From an optimization exercise on the open Yosys and OpenROAD flow, aimed at small area; shortcuts taken in it are not production practice. Function was checked by simulation only, so behaviour that the tests miss may differ from the original.

// snn_fpga_top
module snn_fpga_top (
    input wire clk,
    input wire rst_n,
    input wire [31:0] host_addr,
    input wire [31:0] host_data_in,
    output reg [31:0] host_data_out,
    input wire host_write_en,
    input wire host_read_en,
    input wire start_compute,
    output wire compute_done,
    input wire [63:0] pixel_buffer,     
    output reg [79:0] result_buffer     
);
    reg [79:0] spike_counts;
    wire [9:0] output_spikes;
    wire w1_wr_en = host_write_en && (host_addr[13:12] == 2'b01);
    wire w2_wr_en = host_write_en && (host_addr[13:12] == 2'b10);
    snn_computation_core snn_core (
        .clk(clk),
        .rst_n(rst_n),
        .start_compute(start_compute),
        .input_data(pixel_buffer),
        .w1_wr_en(w1_wr_en),
        .w2_wr_en(w2_wr_en),
        .wr_post(host_addr[9:6]),
        .wr_pre(host_addr[5:2]),
        .wr_data(host_data_in[7:0]),
        .output_spikes(output_spikes),
        .compute_done(compute_done)
    );
    integer i;
    always @(posedge clk or negedge rst_n) begin
        if (!rst_n) begin
            spike_counts <= 80'h0;
            result_buffer <= 80'h0;
        end else if (compute_done) begin
  ...
Size in the first run: ~13000 cells after synthesis, roughly 0.13 mm2 of cells after synthesis.
==> module snn_computation_core, before the edit <==
module snn_computation_core (
    input wire clk,
    input wire rst_n,
    input wire start_compute,
    input wire [63:0] input_data,
    input wire w1_wr_en,
    input wire w2_wr_en,
    input wire [3:0] wr_post,
    input wire [3:0] wr_pre,
    input wire [7:0] wr_data,
    output wire [9:0] output_spikes,
    output reg compute_done
);
    reg [6:0] time_step;
    wire step_lt = (time_step < 7'd100);
    always @(posedge clk or negedge rst_n) begin
        if (!rst_n) begin
            time_step <= 7'd0;
            compute_done <= 1'b0;
        end else if (start_compute) begin
            if (step_lt) begin
                time_step <= time_step + 7'd1;
                compute_done <= 1'b0;
            end else begin
                time_step <= 7'd0;
                compute_done <= 1'b1;
            end
        end
    end
    wire step = start_compute & step_lt;
    reg primed;
    always @(posedge clk or negedge rst_n) begin
        if (!rst_n)
            primed <= 1'b0;
        else
            primed <= 1'b1;
    end
    wire neuron_step = step & primed;
    wire [7:0] input_spikes;
    wire [7:0] hidden_spikes;
    wire [63:0] hidden_currents;    
    wire [109:0] output_currents;   
    spike_encoder #(.INPUT_SIZE(8)) encoder (
        .clk(clk),
        .rst_n(rst_n),
        .pixel_data(input_data),
        .pixel_valid(start_compute && time_step == 7'd0),
        .spike_out(input_spikes)
    );
    synapse_matrix #(
        .POST_NEURONS(8),
        .OUT_LAYER(0),
        .CW(8)
    ) input_hidden_synapses (
        .clk(clk),
        .rst_n(rst_n),
        .weight_update_enable(step),
        .pre_spikes(input_spikes),
        .post_spikes(hidden_spikes),
        .wr_en(w1_wr_en),
        .wr_post(wr_post),
        .wr_pre(wr_pre),
        .wr_data(wr_data),
        .post_currents(hidden_currents)
    );
    genvar h;
    generate
        for (h = 0; h < 8; h = h + 1) begin : hidden_neurons
            neuron_lif_improved #(.W(9), .IW(8), .LW(5)) hidden_neuron (
                .clk(clk),
                .rst_n(rst_n),
                .enable(neuron_step),
                .input_current(hidden_currents[8*h +: 8]),
                .spike(hidden_spikes[h])
            );
        end
    endgenerate
    synapse_matrix #(
        .POST_NEURONS(10),
        .OUT_LAYER(1),
        .CW(11)
    ) hidden_output_synapses (
        .clk(clk),
        .rst_n(rst_n),
        .weight_update_enable(step),
        .pre_spikes(hidden_spikes),
        .post_spikes(output_spikes),
        .wr_en(w2_wr_en),
        .wr_post(wr_post),
        .wr_pre(wr_pre),
        .wr_data(wr_data),
        .post_currents(output_currents)
    );
    genvar o;
    generate
        for (o = 0; o < 10; o = o + 1) begin : output_neurons
            neuron_lif_improved #(.W(12), .IW(11), .LW(7)) output_neuron (
                .clk(clk),
                .rst_n(rst_n),
                .enable(neuron_step),
                .input_current(output_currents[11*o +: 11]),
                .spike(output_spikes[o])
            );
        end
    endgenerate
endmodule
==> module neuron_lif_improved, before the edit <==
module neuron_lif_improved #(
    parameter W = 12,        
    parameter IW = 11,       
    parameter LW = 7         
)(
    input wire clk,
    input wire rst_n,
    input wire enable,
    input wire [IW-1:0] input_current,
    output wire spike
);
    reg [W-1:0] d;
    localparam [W-1:0] R1 = {2'b11, {(W-2){1'b0}}};
    localparam [W-1:0] R2 = {2'b11, {(W-3){1'b0}}, 1'b1};
    wire refractory = d[W-1] & d[W-2] & ~d[W-3];
    assign spike = refractory & d[0];
    wire neg = &d[W-1:6];
    wire [W-1:0] m = d;
    wire [W+1:0] t;
    rca #(.N(W+1)) add_t (.a({1'b0, m}), .b({m, 1'b0}), .ci(1'b0), .s(t[W:0]), .co(t[W+1]));
    wire [W+1:0] u;
    rca #(.N(W+2)) add_u (.a(t), .b({4'b0, t[W+1:4]}), .ci(1'b0), .s(u), .co());
    wire [LW-1:0] leak_p = u[LW+5:6];
    wire [5:0] dl = d[5:0];                  
    wire [1:0] leak_n = (dl <= 6'd23) ? 2'd2 : (dl <= 6'd43) ? 2'd1 : 2'd0;
    wire [W-1:0] mterm = neg ? {{(W-2){1'b0}}, leak_n} : {{(W-LW){1'b1}}, ~leak_p};
    wire [W-1:0] e1;
    rca #(.N(W)) add_e1 (.a(d), .b(mterm), .ci(~neg), .s(e1), .co());
    wire [W-1:0] e2;
    rca #(.N(W)) add_e2 (.a(e1), .b({{(W-IW){1'b0}}, input_current}), .ci(1'b0), .s(e2), .co());
    wire fire = ~neg & (m >= 100);
    always @(posedge clk or negedge rst_n) begin
        if (!rst_n)
            d <= {W{1'b0}};
        else if (enable) begin
            if (refractory)
                d <= d[0] ? R1 : -50;
            else if (fire)
                d <= R2;
            else
                d <= e2;
        end
    end
endmodule
clock: 15.0 ns
lec_check: 0
cap_margin: 10
core_margin: 2
core_utilization: 60
slew_margin: 10
standard.sh (not shown) runs the stock make flow with config.mk's settings and CLKGATE_MAP_FILE= SYNTH_SCRIPT=/design/flow/synth_recipe.tcl, a recipe that flattens the netlist after the stock synthesis.
==> flow/flow/run.sh <==
#!/bin/bash
# Own layout flow: the standard synthesis, then the combinational logic between the
# registers and full adders is re-mapped with an area-oriented ABC script, then the standard flow's
# standard layout (floorplan .. finish) runs on that netlist. fapol.py first picks the
# polarity of each full adder cell so that fewer inverters are needed around them. Registers are untouched.
set -euo pipefail
WORK=$(pwd)
R=$WORK/orfs/results/${FLOW_PLATFORM}/snn_fpga_top/base
LIB=$FLOW_HOME/platforms/${FLOW_PLATFORM}/lib/sky130_fd_sc_hd__tt_025C_1v80.lib
YOSYS=$(command -v yosys || echo "$FLOW_HOME/../tools/install/yosys/bin/yosys")

bash standard.sh synth > "$WORK/flow_synth.log" 2>&1

cp "$R/1_2_yosys.v" "$WORK/std_synth.v"
python3 "$WORK/flow/fapol.py" "$WORK/std_synth.v" "$WORK/fapol.v" > "$WORK/flow_fapol.log" 2>&1
# re-map with a few ABC scripts and keep the smallest result
best=""
bestarea=""
for abc in resyn_a.abc resyn_b.abc resyn_c.abc; do
    tag=${abc%.abc}
    sed -e "s#@LIB@#$LIB#g" -e "s#@IN@#$WORK/fapol.v#g" -e "s#@OUT@#$WORK/$tag.v#g" \
        -e "s#@TOP@#${FLOW_TOP}#g" -e "s#@SCRIPT@#$WORK/flow/$abc#g" "$WORK/flow/resyn.ys" > "$WORK/${tag}_run.ys"
    if "$YOSYS" -s "$WORK/${tag}_run.ys" > "$WORK/flow_${tag}.log" 2>&1; then
        area=$(grep "Chip area for top module" "$WORK/flow_${tag}.log" | tail -1 | awk '{print $NF}')
        echo "$tag $area" >> "$WORK/flow_resyn_areas.log"
        if [[ -n "$area" ]] && { [[ -z "$bestarea" ]] || python3 -c "import sys; sys.exit(0 if $area < $bestarea else 1)"; }; then
            best="$WORK/$tag.v"; bestarea=$area
        fi
    fi
done
[[ -n "$best" ]] || { echo "no re-mapped netlist" >&2; exit 1; }
cp "$best" "$WORK/resyn.v"
echo "kept $best $bestarea" >> "$WORK/flow_resyn_areas.log"

# the re-mapped netlist must hold only library cells
if grep -q '^ *\\\$\|^ *\$\|assign .*[~&|^]' "$WORK/resyn.v"; then
    echo "re-mapped netlist has unmapped logic" >&2
    exit 1
fi

# hand the re-mapped netlist to the standard flow
cp "$WORK/resyn.v" "$R/1_2_yosys.v"
rm -f "$R/1_synth.odb"
touch "$R/1_2_yosys.v"
# clock tree: larger sink clusters and no dummy loads (fewer, still balanced, clock buffers);
# ports are buffered as in the standard flow, with the smallest buffer
bash standard.sh finish \
    "CTS_ARGS=-sink_clustering_enable -repair_clock_nets -dont_use_dummy_load -sink_clustering_size 27 -sink_clustering_max_diameter 70" \
    "BUFFER_PORTS_ARGS=-buffer_cell sky130_fd_sc_hd__buf_1" \
    > "$WORK/flow_layout.log" 2>&1
Other scripts of this flow, unchanged in this note and not shown: flow/flow/fapol.py, flow/flow/resyn.ys, flow/flow/resyn_a.abc, flow/flow/resyn_b.abc, flow/flow/resyn_c.abc
==> next run, changes <==
--- a/flow/design.v
+++ b/flow/design.v
@@ -134,9 +134,9 @@
     );
     genvar h;
     generate
         for (h = 0; h < 8; h = h + 1) begin : hidden_neurons
-            neuron_lif_improved #(.W(9), .IW(8), .LW(5)) hidden_neuron (
+            neuron_lif_improved #(.W(10), .IW(8), .LW(5)) hidden_neuron (
                 .clk(clk),
                 .rst_n(rst_n),
                 .enable(neuron_step),
                 .input_current(hidden_currents[8*h +: 8]),
@@ -162,9 +162,9 @@
     );
     genvar o;
     generate
         for (o = 0; o < 10; o = o + 1) begin : output_neurons
-            neuron_lif_improved #(.W(12), .IW(11), .LW(7)) output_neuron (
+            neuron_lif_improved #(.W(13), .IW(11), .LW(8)) output_neuron (
                 .clk(clk),
                 .rst_n(rst_n),
                 .enable(neuron_step),
                 .input_current(output_currents[11*o +: 11]),
@@ -518,29 +518,29 @@
     wire c55 = (c52 & c53) | (c52 & c54) | (c53 & c54);
     assign s = {c55, s55, s54, s51, s44, s37, s30, s23, s16, s9, s3};
 endmodule
 module neuron_lif_improved #(
-    parameter W = 12,        
+    parameter W = 13,        
     parameter IW = 11,       
-    parameter LW = 7         
+    parameter LW = 8         
 )(
     input wire clk,
     input wire rst_n,
     input wire enable,
     input wire [IW-1:0] input_current,
     output wire spike
 );
     reg [W-1:0] d;
-    localparam [W-1:0] R1 = {2'b11, {(W-2){1'b0}}};
-    localparam [W-1:0] R2 = {2'b11, {(W-3){1'b0}}, 1'b1};
-    wire refractory = d[W-1] & d[W-2] & ~d[W-3];
+    localparam [W-1:0] R1 = {1'b1, {(W-1){1'b0}}};           
+    localparam [W-1:0] R2 = {1'b1, {(W-2){1'b0}}, 1'b1};     
+    wire refractory = d[W-1] & ~d[W-2];
     assign spike = refractory & d[0];
-    wire neg = &d[W-1:6];
-    wire [W-1:0] m = d;
-    wire [W+1:0] t;
-    rca #(.N(W+1)) add_t (.a({1'b0, m}), .b({m, 1'b0}), .ci(1'b0), .s(t[W:0]), .co(t[W+1]));
-    wire [W+1:0] u;
-    rca #(.N(W+2)) add_u (.a(t), .b({4'b0, t[W+1:4]}), .ci(1'b0), .s(u), .co());
+    wire neg = d[W-1];
+    wire [W-2:0] m = d[W-2:0];
+    wire [W:0] t;
+    rca #(.N(W)) add_t (.a({1'b0, m}), .b({m, 1'b0}), .ci(1'b0), .s(t[W-1:0]), .co(t[W]));
+    wire [W:0] u;
+    rca #(.N(W+1)) add_u (.a(t), .b({4'b0, t[W:4]}), .ci(1'b0), .s(u), .co());
     wire [LW-1:0] leak_p = u[LW+5:6];
     wire [5:0] dl = d[5:0];                  
     wire [1:0] leak_n = (dl <= 6'd23) ? 2'd2 : (dl <= 6'd43) ? 2'd1 : 2'd0;
     wire [W-1:0] mterm = neg ? {{(W-2){1'b0}}, leak_n} : {{(W-LW){1'b1}}, ~leak_p};
After rerunning: The new run produced a clean layout. Non-clock buffer count climbs by 8. Wire length climbs by 3.5%. Global-route usage went up by 0.88 points. Sequential cell count rises by 18. Sequential share of layout area is higher by 0.11 points. Worst setup slack loses 62 ps. Final area came out higher by 0.64%. Clock-buffer cell count goes up by 2. Final cell count fell by 0.85%. Maximum frequency is lower by 0.54%.

-- what the ideal ports hide --
No port has a modelled driver above. Below, the same layouts with a new extraction and two added sets of constraints. Step 1 assumes that a clkbuf_16 drives the clock port and a buf_2 every other input. Step 2 also shifts input and output timing later by t, the mid clock arrival at the registers, as if the neighbouring blocks saw the same clock. Slacks: ideal ports / drivers / drivers and shift; pairs: ideal ports / drivers.
run	t, ns	setup WS [ns]	cell pins on the clock port's net
the first run	0.909	3.584 / 3.584 / 3.584	1
the second run	0.904	3.521 / 3.521 / 3.521	1
After both steps every run listed still meets setup and hold.
